This design comes from an exercise in tuning for small area and a short achievable clock period on the open sky130 flow, not from production work. In this exercise RTL edits were held to simulation tests only and were not proved equivalent to the original. Power is estimated from default activity; no workload was simulated.

==> raven <==
## CPU
module CPU( input clk,
	input rst,
	input wire [31:0] inst,
	input wire [63:0]	main_memory_input_data_path,
	output reg[63:0] main_memory_output_data_path,
	output wire[31:0] pc_inst_addr,
	output wire		Vector_Write_Access,
	output wire		Memory_Write_Access,
	output wire		Load_Vector_Flag,
	output wire 		Load_Word_Flag,
	output wire[11:0]	Main_Memory_Address
	);
	wire [5:0] op  = inst[31:26];
	wire [4:0] rd  = inst[25:21];
	wire [4:0] rs1 = inst[20:16];
	wire [4:0] rs2 = inst[15:11];
	wire [7:0] imm = inst[15:8];
	wire [63:0] mem = main_memory_input_data_path;
	wire op_add  = op == 6'b000000;
	wire op_sub  = op == 6'b000001;
	wire op_mul  = op == 6'b000010;
	wire op_and  = op == 6'b000100;
	wire op_or   = op == 6'b000101;
	wire op_xor  = op == 6'b000110;
	wire op_sll  = op == 6'b001000;
	wire op_srl  = op == 6'b001001;
	wire op_slt  = op == 6'b001010;
	wire op_seq  = op == 6'b001011;
	wire op_addi = op == 6'b001101;
	wire op_andi = op == 6'b001110;
	wire op_xori = op == 6'b001111;
	wire op_slti = op == 6'b101000;
	wire op_vadd = op == 6'b010000;
	wire op_vsub = op == 6'b010001;
	wire op_vdot = op == 6'b010010;
	wire op_lw   = op == 6'b100101;
	wire op_lv   = op == 6'b101101;
	wire op_sw   = op == 6'b100110;
	wire op_sv   = op == 6'b101110;
	wire op_rar  = op == 6'b101111;
	wire op_raw  = op == 6'b101100;
	wire op_beq  = op == 6'b100011;
	wire op_bgt  = op == 6'b011111;
	wire op_jmp  = op == 6'b110000;
	assign Load_Word_Flag      = op_lw | op_rar;
	assign Load_Vector_Flag    = op_lv | op_rar;
	assign Memory_Write_Access = op_sw | op_raw;
	assign Vector_Write_Access = op_sv | op_raw;
	assign Main_Memory_Address = inst[11:0];
	wire imm_sel = op_addi | op_andi | op_xori | op_slti | op_beq | op_bgt;
	wire s_we = op_add | op_sub | op_mul | op_and | op_or | op_xor | op_sll | op_srl |
	            op_slt | op_seq | op_addi | op_andi | op_xori | op_slti | op_lw;
	wire v_we = op_vadd | op_vsub | op_vdot | op_lv;
	reg [7:0]  R [0:30];
	reg [63:0] V [0:2];
	reg [31:0] T;
	reg [31:0] PC;
	assign pc_inst_addr = PC;
	reg [7:0] A, B;
  ...
==> module CPU, before the edit <==
module CPU( input clk,
	input rst,
	input wire [31:0] inst,
	input wire [63:0]	main_memory_input_data_path,
	output reg[63:0] main_memory_output_data_path,
	output wire[31:0] pc_inst_addr,
	output wire		Vector_Write_Access,
	output wire		Memory_Write_Access,
	output wire		Load_Vector_Flag,
	output wire 		Load_Word_Flag,
	output wire[11:0]	Main_Memory_Address
	);
	wire [5:0] op  = inst[31:26];
	wire [4:0] rd  = inst[25:21];
	wire [4:0] rs1 = inst[20:16];
	wire [4:0] rs2 = inst[15:11];
	wire [7:0] imm = inst[15:8];
	wire [63:0] mem = main_memory_input_data_path;
	wire op_add  = op == 6'b000000;
	wire op_sub  = op == 6'b000001;
	wire op_mul  = op == 6'b000010;
	wire op_and  = op == 6'b000100;
	wire op_or   = op == 6'b000101;
	wire op_xor  = op == 6'b000110;
	wire op_sll  = op == 6'b001000;
	wire op_srl  = op == 6'b001001;
	wire op_slt  = op == 6'b001010;
	wire op_seq  = op == 6'b001011;
	wire op_addi = op == 6'b001101;
	wire op_andi = op == 6'b001110;
	wire op_xori = op == 6'b001111;
	wire op_slti = op == 6'b101000;
	wire op_vadd = op == 6'b010000;
	wire op_vsub = op == 6'b010001;
	wire op_vdot = op == 6'b010010;
	wire op_lw   = op == 6'b100101;
	wire op_lv   = op == 6'b101101;
	wire op_sw   = op == 6'b100110;
	wire op_sv   = op == 6'b101110;
	wire op_rar  = op == 6'b101111;
	wire op_raw  = op == 6'b101100;
	wire op_beq  = op == 6'b100011;
	wire op_bgt  = op == 6'b011111;
	wire op_jmp  = op == 6'b110000;
	assign Load_Word_Flag      = op_lw | op_rar;
	assign Load_Vector_Flag    = op_lv | op_rar;
	assign Memory_Write_Access = op_sw | op_raw;
	assign Vector_Write_Access = op_sv | op_raw;
	assign Main_Memory_Address = inst[11:0];
	wire imm_sel = op_addi | op_andi | op_xori | op_slti | op_beq | op_bgt;
	wire s_we = op_add | op_sub | op_mul | op_and | op_or | op_xor | op_sll | op_srl |
	            op_slt | op_seq | op_addi | op_andi | op_xori | op_slti | op_lw;
	wire v_we = op_vadd | op_vsub | op_vdot | op_lv;
	reg [7:0]  R [0:30];
	reg [63:0] V [0:2];
	reg [31:0] T;
	reg [31:0] PC;
	assign pc_inst_addr = PC;
	reg [7:0] A, B;
	integer i;
	always @(*) begin
		A = 8'd0;
		B = 8'd0;
		for (i = 0; i < 31; i = i + 1) begin
			A = A | (R[i] & {8{rs1 == i}});
			B = B | (R[i] & {8{rs2 == i}});
		end
	end
	wire nva = op_sw | op_raw;
	wire [63:0] VA = (V[0] & {64{rs1 == 5'd0 && !nva}}) |
	                 (V[1] & {64{rs1 == 5'd1 && !nva}}) |
	                 (V[2] & {64{rs1 == 5'd2 && !nva}});
	wire [63:0] VB = (V[0] & {64{rs2 == 5'd0}}) |
	                 (V[1] & {64{rs2 == 5'd1}}) |
	                 (V[2] & {64{rs2 == 5'd2}});
	always @(*) begin
		main_memory_output_data_path = VA;
		main_memory_output_data_path[7:0] = VA[7:0] | (A & {8{op_sw}}) | (PC[7:0] & {8{op_raw}});
		main_memory_output_data_path[31:8] = VA[31:8] | (PC[31:8] & {24{op_raw}});
	end
	wire [7:0] B2 = imm_sel ? imm : B;
	wire do_sub = !(op_add | op_addi);
	wire [7:0] b2x = B2 ^ {8{do_sub}};
	reg [8:0] dc;
	reg [7:0] diff;
	integer d;
	always @(*) begin
		dc[0] = do_sub;
		for (d = 0; d < 8; d = d + 1) begin
			diff[d] = A[d] ^ b2x[d] ^ dc[d];
			dc[d+1] = (A[d] ^ b2x[d]) ? dc[d] : A[d];
		end
	end
	wire lt = !dc[8];                 
	wire eq = (A == B2);
	wire [7:0] prod;
	smul u_mul(.a(A), .b(B), .y(prod));
	wire [7:0] shl = (B[7:3] != 5'd0) ? 8'd0 : (A << B[2:0]);
	wire [7:0] shr = (B[7:3] != 5'd0) ? 8'd0 : (A >> B[2:0]);
	reg [7:0] alu;
	always @(*) begin
		alu = 8'd0;
		if (op_add | op_addi | op_sub) alu = diff;
		if (op_mul)                    alu = prod;
		if (op_and | op_andi)          alu = A & B2;
		if (op_or)                     alu = A | B2;
		if (op_xor | op_xori)          alu = A ^ B2;
		if (op_sll)                    alu = shl;
		if (op_srl)                    alu = shr;
		if (op_slt | op_slti)          alu = {7'd0, lt};
		if (op_seq)                    alu = {7'd0, eq};
	end
	wire [7:0] s_wdata = op_lw ? mem[7:0] : alu;
	reg [63:0] vaddsub;
	wire [7:0] dot;
	vdot_tree u_dot(.a(VA), .b(VB), .y(dot));
	integer k, m;
	reg [8:0] cy;
	reg [7:0] bb;
	always @(*) begin
		for (k = 0; k < 8; k = k + 1) begin
			bb = VB[8*k +: 8] ^ {8{op_vsub}};
			cy[0] = op_vsub;
			for (m = 0; m < 8; m = m + 1) begin
				vaddsub[8*k+m] = VA[8*k+m] ^ bb[m] ^ cy[m];
				cy[m+1] = (VA[8*k+m] ^ bb[m]) ? cy[m] : VA[8*k+m];
			end
		end
	end
	wire [63:0] v_wdata = op_lv ? mem : (op_vdot ? {56'd0, dot} : vaddsub);
	wire taken = (op_beq & !eq) | (op_bgt & !lt & !eq);
	always @(posedge clk) begin
		if (rst) PC <= 32'd0;
		else if (op_jmp) PC <= {6'd0, inst[25:0]};
		else if (taken) PC <= T;
		else PC <= PC + 32'd4;
	end
	always @(posedge clk)
		if (op_rar) T <= mem[31:0];
	integer j;
	always @(posedge clk) begin
		for (j = 0; j < 31; j = j + 1)
			if (s_we && rd == j) R[j] <= s_wdata;
		for (j = 0; j < 3; j = j + 1)
			if (v_we && rd == j) V[j] <= v_wdata;
	end
endmodule
export LEC_CHECK = 0
export CAP_MARGIN = 20
export CORE_MARGIN = 2
export CORE_UTILIZATION = 40
export CTS_BUF_LIST = sky130_fd_sc_hd__clkbuf_2 sky130_fd_sc_hd__clkbuf_4 sky130_fd_sc_hd__clkbuf_8
export SETUP_SLACK_MARGIN = 5
export SLEW_MARGIN = 20
export SYNTH_HIERARCHICAL = 1
create_clock -name core_clock -period 12.0 [get_ports {clk}]
standard.sh (not shown) runs the stock make flow with config.mk's settings and CLKGATE_MAP_FILE= SYNTH_SCRIPT=/design/flow/synth_recipe.tcl, a recipe that flattens the netlist after the stock synthesis.
==> flow/flow/run.sh <==
#!/bin/bash
set -euo pipefail
bash standard.sh "BUFFER_PORTS_ARGS=-buffer_cell sky130_fd_sc_hd__buf_2" finish > standard_flow.log 2>&1
==> inputs of fjord, as changes to raven <==
==> flow/flow/run.sh (replaced) <==
#!/bin/bash
set -euo pipefail
bash standard.sh "BUFFER_PORTS_ARGS=-buffer_cell sky130_fd_sc_hd__buf_2" \
  "CTS_ARGS=-sink_clustering_enable -repair_clock_nets -dont_use_dummy_load -buf_list {sky130_fd_sc_hd__clkbuf_2 sky130_fd_sc_hd__clkbuf_4 sky130_fd_sc_hd__clkbuf_8}" \
  finish > standard_flow.log 2>&1
Settings changed: ABC_AREA from default to 1, CTS_BUF_LIST sky130_fd_sc_hd__clkbuf_2 sky130_fd_sc_hd__clkbuf_4 sky130_fd_sc_hd__clkbuf_8 to default, SETUP_SLACK_MARGIN 5 to 4.5, SYNTH_HIERARCHICAL 1 to default.
==> inputs of willow, as changes to raven <==
==> flow/flow/run.sh (replaced) <==
#!/bin/bash
set -euo pipefail
bash standard.sh "BUFFER_PORTS_ARGS=-buffer_cell sky130_fd_sc_hd__buf_2" \
  "CTS_ARGS=-sink_clustering_enable -repair_clock_nets -dont_use_dummy_load -buf_list {sky130_fd_sc_hd__clkbuf_2 sky130_fd_sc_hd__clkbuf_4 sky130_fd_sc_hd__clkbuf_8}" \
  SETUP_SLACK_MARGIN=6 finish > standard_flow.log 2>&1
Settings changed: ABC_AREA from default to 1, CTS_BUF_LIST sky130_fd_sc_hd__clkbuf_2 sky130_fd_sc_hd__clkbuf_4 sky130_fd_sc_hd__clkbuf_8 to default, SYNTH_HIERARCHICAL 1 to default.
==> inputs of quartz, as changes to raven <==
--- a/flow/design.v
+++ b/flow/design.v
@@ -1065,12 +1065,34 @@
 	assign pc_inst_addr = PC;
-	reg [7:0] A, B;
-	integer i;
-	always @(*) begin
-		A = 8'd0;
-		B = 8'd0;
-		for (i = 0; i < 31; i = i + 1) begin
-			A = A | (R[i] & {8{rs1 == i}});
-			B = B | (R[i] & {8{rs2 == i}});
+	wire [255:0] rf;
+	genvar g;
+	generate
+		for (g = 0; g < 31; g = g + 1) begin : rf_flat
+			assign rf[8*g +: 8] = R[g];
 		end
-	end
+	endgenerate
+	assign rf[255:248] = 8'd0;
+	function [7:0] rdmux(input [255:0] x, input [4:0] s);
+		reg [63:0] l1;
+		reg [15:0] l2;
+		integer q;
+		begin
+			for (q = 0; q < 8; q = q + 1)
+				case (s[1:0])
+					2'd0: l1[8*q +: 8] = x[32*q +: 8];
+					2'd1: l1[8*q +: 8] = x[32*q + 8 +: 8];
+					2'd2: l1[8*q +: 8] = x[32*q + 16 +: 8];
+					default: l1[8*q +: 8] = x[32*q + 24 +: 8];
+				endcase
+			for (q = 0; q < 2; q = q + 1)
+				case (s[3:2])
+					2'd0: l2[8*q +: 8] = l1[32*q +: 8];
+					2'd1: l2[8*q +: 8] = l1[32*q + 8 +: 8];
+					2'd2: l2[8*q +: 8] = l1[32*q + 16 +: 8];
+					default: l2[8*q +: 8] = l1[32*q + 24 +: 8];
+				endcase
+			rdmux = s[4] ? l2[15:8] : l2[7:0];
+		end
+	endfunction
+	wire [7:0] A = rdmux(rf, rs1);
+	wire [7:0] B = rdmux(rf, rs2);
 	wire nva = op_sw | op_raw;
==> flow/flow/run.sh (replaced) <==
#!/bin/bash
set -euo pipefail
bash standard.sh "BUFFER_PORTS_ARGS=-buffer_cell sky130_fd_sc_hd__buf_2" \
  "CTS_ARGS=-sink_clustering_enable -repair_clock_nets -dont_use_dummy_load -sink_clustering_size 16 -sink_clustering_max_diameter 50 -buf_list {sky130_fd_sc_hd__clkbuf_2 sky130_fd_sc_hd__clkbuf_4 sky130_fd_sc_hd__clkbuf_8}" \
  finish > standard_flow.log 2>&1
Settings changed: ABC_AREA from default to 1, CTS_BUF_LIST sky130_fd_sc_hd__clkbuf_2 sky130_fd_sc_hd__clkbuf_4 sky130_fd_sc_hd__clkbuf_8 to default, SYNTH_HIERARCHICAL 1 to default.
==> summary of the runs <==
- Non-clock buffer count: willow > raven > quartz > fjord.
- The lowest register-to-register slack belongs to raven, the highest to willow.
- The highest sequential share of layout area belongs to fjord, the lowest to willow.
- Of quartz and willow, willow has the higher synthesized cell count (gap about 5%, measured against willow).
- Between fjord and raven, the lower maximum frequency is in raven (gap about 2.8%, measured against raven).
- Against willow, the combinational power of quartz is lower by 25%.
==> figures <==
Worst Setup Slack post-DPL: raven 2190 ps; willow 3160 ps; fjord 3210 ps; quartz 2530 ps
Placeable core region: raven 93000 um^2; willow 101000 um^2; fjord 101000 um^2; quartz 100000 um^2
# diodes: raven 10; willow 5; fjord 6; quartz 3
Result of the run: raven timing/DRC/antenna clean; willow timing/DRC/antenna clean; fjord timing/DRC/antenna clean; quartz timing/DRC/antenna clean
Placed cells: raven 5034; willow 7379; fjord 7382; quartz 6942
CTS H-tree lvls: raven 3; willow 3; fjord 3; quartz 2
Quantity of gates resized following cts: raven 298; willow 1016; fjord 63; quartz 193
First-pass GRT wire length: raven 241000 um; willow 292000 um; fjord 265000 um; quartz 243000 um
Power per Cell Area: raven 99.4 nW/um^2; willow 78.1 nW/um^2; fjord 89.1 nW/um^2; quartz 81.2 nW/um^2
Count of inverters other than clock inverters in the layout: raven 97; willow 712; fjord 709; quartz 556
Vias in the first global route: raven 32200; willow 42300; fjord 38400; quartz 37800
Cell Int Power: raven 3.28 mW; willow 3.05 mW; fjord 2.82 mW; quartz 2.65 mW
Number of distinct library cell variants in the gate-level netlist after synthesis: raven 98; willow 71; fjord 71; quartz 68

==> port drivers added, routing unchanged <==
No port has a modelled driver above. Below, the same layouts with a new extraction and two added sets of constraints. Step 1: set_driving_cell puts a clkbuf_16 on clk and a buf_2 on each other input, an assumption about the parent block. Step 2 times the ports against the registers' clock, not the clock port: input delays grow and output delays shrink by t, the midpoint of the rising clock arrivals with the driver on. Slacks: no drivers / after step 1 / after step 2; pairs: no drivers / after step 1.
| run | t (ns) | slack for setup (ns) | worst hold slack (ns) | worst setup path at the end | pins driven straight from the clock port |
|---|---|---|---|---|---|
| raven | 0.834 | 4.259 / 4.257 / 3.423 | 0.467 / 0.467 / 0.467 | input to register | 1 |
| fjord | 0.752 | 4.471 / 4.416 / 4.004 | 0.480 / 0.480 / 0.480 | input to register | 1 |
| willow | 0.775 | 5.090 / 5.028 / 4.543 | 0.463 / 0.463 / 0.463 | input to register | 1 |
| quartz | 0.767 | 4.943 / 4.757 / 4.344 | 0.503 / 0.503 / 0.503 | input to register | 1 |
After both steps setup and hold are still met in every run listed. For raven, which loses most, drivers alone change the setup slack by -0.002 ns; drivers and shift together by -0.836 ns.
